Context: an optimization exercise on an open-source flow, tuned for small area, a short achievable clock period and few clock cycles. The choices shown serve that exercise and are no tape-out recipe. Where RTL was checked, it was by simulation tests only, not by an equivalence proof against the original. Power is estimated from default activity; no workload was simulated.

job 101:
==> flow/design.v (excerpt) <==
module JAM (
input CLK,
input RST,
output reg [2:0] W,
output reg [2:0] J,
input [6:0] Cost,
output reg [3:0] MatchCount,
output reg [9:0] MinCost,
output reg Valid );
==> flow/config.mk <==
export PLATFORM = sky130hd
export DESIGN_NAME = JAM
export DESIGN_NICKNAME = JAM
export VERILOG_FILES = /design/flow/design.v
export SDC_FILE = /design/flow/constraint.sdc
export NUM_CORES = 4
export LEC_CHECK = 0
export ABC_AREA = 1
export CAP_MARGIN = 20
export CORE_MARGIN = 2
export CORE_UTILIZATION = 40
export SETUP_SLACK_MARGIN = 2.9
export SLEW_MARGIN = 20
export TNS_END_PERCENT = 100
==> flow/constraint.sdc <==
create_clock -name core_clock -period 5.0 [get_ports {CLK}]
set_input_delay 1.0000 -clock core_clock [delete_from_list [all_inputs] [get_ports {CLK}]]
set_output_delay 1.0000 -clock core_clock [all_outputs]
set_load 0.01 [all_outputs]
run.sh (not shown) runs the stock make flow with config.mk's settings and CLKGATE_MAP_FILE= SYNTH_SCRIPT=/design/flow/synth_recipe.tcl, a recipe that flattens the netlist after the stock synthesis.
Changes in job 102 relative to job 101:
Settings: changing SETUP_SLACK_MARGIN from 2.9 to 3.2.
Results
Overall power after layout, job 101 and job 102: higher on job 102
Higher core utilization goes to job 102 over job 101.
Summary: with job 101 as the reference, final standard cell count with taps included and fillers excluded in job 102 moved up by a few percent.
Between job 102 and job 101, the number of nets in the synthesized netlist does not differ in any meaningful way.
[compare] base=job 101 new=job 102: cell area after layout shows an increase of about 13%; final critical delay including setup and external delays shows an increase of 0.012 ns.
Changes in job 103 relative to job 102:
Settings: changing SETUP_SLACK_MARGIN from 3.2 to 2.5.
## What came out
- From job 102 to job 103 the numbers moved as follows: proportion of cell area occupied by multi-input gates shrank by 2.9 points; design area shrank by about 14%; first-pass GRT wire length shrank by about 5%; total net switching power shrank by 0.0049 W.
- On post-CTS resize count, the lower figure sits with job 103, not job 102.
- Sort job 102 and job 103 by area added between synthesis and finish desc -> top: job 102
- NOTE final weighted congestion in routability-driven placement job 102->job 103 decreased slightly
- Across both runs, overall routing resource usage was lower for job 103 than for job 102.
- Relative to job 102, number of buffers created by CTS has gone up in job 103.
- Worst-margin pin slew on job 103 is up relative to job 102.
- Relative contribution of the clock network to total power: job 103 > job 102
> inputs changed (job 103 -> job 104)
Settings: SETUP_SLACK_MARGIN: 2.5 -> 2.7.
Results
Diff job 103..job 104 | average wire length per cell after detail routing | negligible. Of job 103 and job 104, the lower fraction of standard cell area that is sequential belongs to job 104. Clock-cell share of area essentially unchanged between job 104 and job 103. Compared with job 103, in job 104 setup slack went up, cell depth of the worst flop-to-flop path picked up an extra 1, leakage power summed over all cells +about 0.64%, time the worst path needs with I/O delays and setup went down 0.096 ns, total wire length after detailed routing went up about 0.5%. Relative to job 103, non-clock buffer contribution to total cell area has gone up in job 104. Combinational cell power on job 104 is up relative to job 103. Clock skew of job 104 is on par with job 103.
No functional check of the RTL was part of any run of this note.

JAM, a different RTL version from the one above (not shown whole).
For scale: about 7100 cells after synthesis, about 1500 flip-flops, about 30 I/O pins, roughly 64000 sq um of cells after synthesis.
make LEC_CHECK=0 ABC_AREA=1 CAP_MARGIN=20 CORE_MARGIN=2 CORE_UTILIZATION=40 CTS_CLUSTER_DIAMETER=150 CTS_CLUSTER_SIZE=25 GPL_ROUTABILITY_DRIVEN=0 PLACE_DENSITY=0.7 SETUP_SLACK_MARGIN=2.8 SLEW_MARGIN=20 TNS_END_PERCENT=100 finish   # period 5.0 ns
Testbench counts at the start, summed over its fixed seeds: cycles 5,392.
Then changed:
- CTS_CLUSTER_DIAMETER: 150 -> unset
- CTS_CLUSTER_SIZE: 25 -> unset
- GPL_ROUTABILITY_DRIVEN: 0 -> unset
- PLACE_DENSITY: 0.7 -> 0.75
The new run finished clean.
Wire length climbs by 4.1%.
Cell count increases by about 1.8%.
Register-to-register slack barely changes.
Then changed:
- CTS_CLUSTER_DIAMETER: unset -> 150
- CTS_CLUSTER_SIZE: unset -> 28
- PLACE_DENSITY: 0.75 -> 0.7
The new run ran to the end with no violations; routed wire length goes down by 2.9%; area after synthesis does not change; clock skew goes up by 15 ps; sequential power hardly moves; synthesized cell count is unchanged; utilization is lower by 2.1 points.
Then changed:
- CTS_CLUSTER_DIAMETER: 150 -> unset
- CTS_CLUSTER_SIZE: 28 -> unset
- SETUP_SLACK_MARGIN: 2.8 -> 2.7
Result:
- sequential power barely changes
- clock skew came out lower by 15 ps
- utilization is higher by 1.8 points
- routed wire length rose by 1.6%
- sequential cell count is unchanged
- power rose by 13%

## separate check: timing with driven ports
How much do the figures lean on ideal ports? The routed layouts below were timed once more, with nothing changed but the port constraints. Step 1, drivers: a clkbuf_16 drives CLK and a buf_2 each remaining input, both assumed. Step 2 adds t to the input delays and takes it off the output delays; t is the mean of the earliest and latest rising clock arrival at the registers after step 1. Input paths then give back, and output paths get back, about the clock's delay inside the block. Three values: ideal, step 1, step 2; two values: the first two.
run	t (ns)	slack for setup (ns)	hold WS [ns]	worst setup path after step 2	worst slew at a driven data input, ns
job 101	0.851	2.631 / 2.558 / 2.577	0.304 / 0.304 / 0.304	input to register	0.06
job 102	0.865	2.619 / 2.544 / 2.566	0.306 / 0.306 / 0.306	input to register	0.06
job 103	0.851	2.552 / 2.478 / 2.523	0.310 / 0.310 / 0.310	input to register	0.07
job 104	0.847	2.648 / 2.575 / 2.541	0.311 / 0.311 / 0.311	input to register	0.08
the first run of note 2	0.771	2.758 / 2.746 / 2.477	0.310 / 0.310 / 0.310	input to register	0.04
the second run of note 2	0.855	2.750 / 2.671 / 2.604	0.292 / 0.292 / 0.292	input to register	0.03
the third run of note 2	0.787	2.808 / 2.730 / 2.629	0.327 / 0.327 / 0.327	input to register	0.03
the fourth run of note 2	0.857	2.744 / 2.671 / 2.584	0.321 / 0.321 / 0.321	input to register	0.03
After both steps every run listed still meets setup and hold. The setup slack of the first run of note 2, which loses most, moves by -0.012 ns with the drivers and by -0.281 ns with both steps.
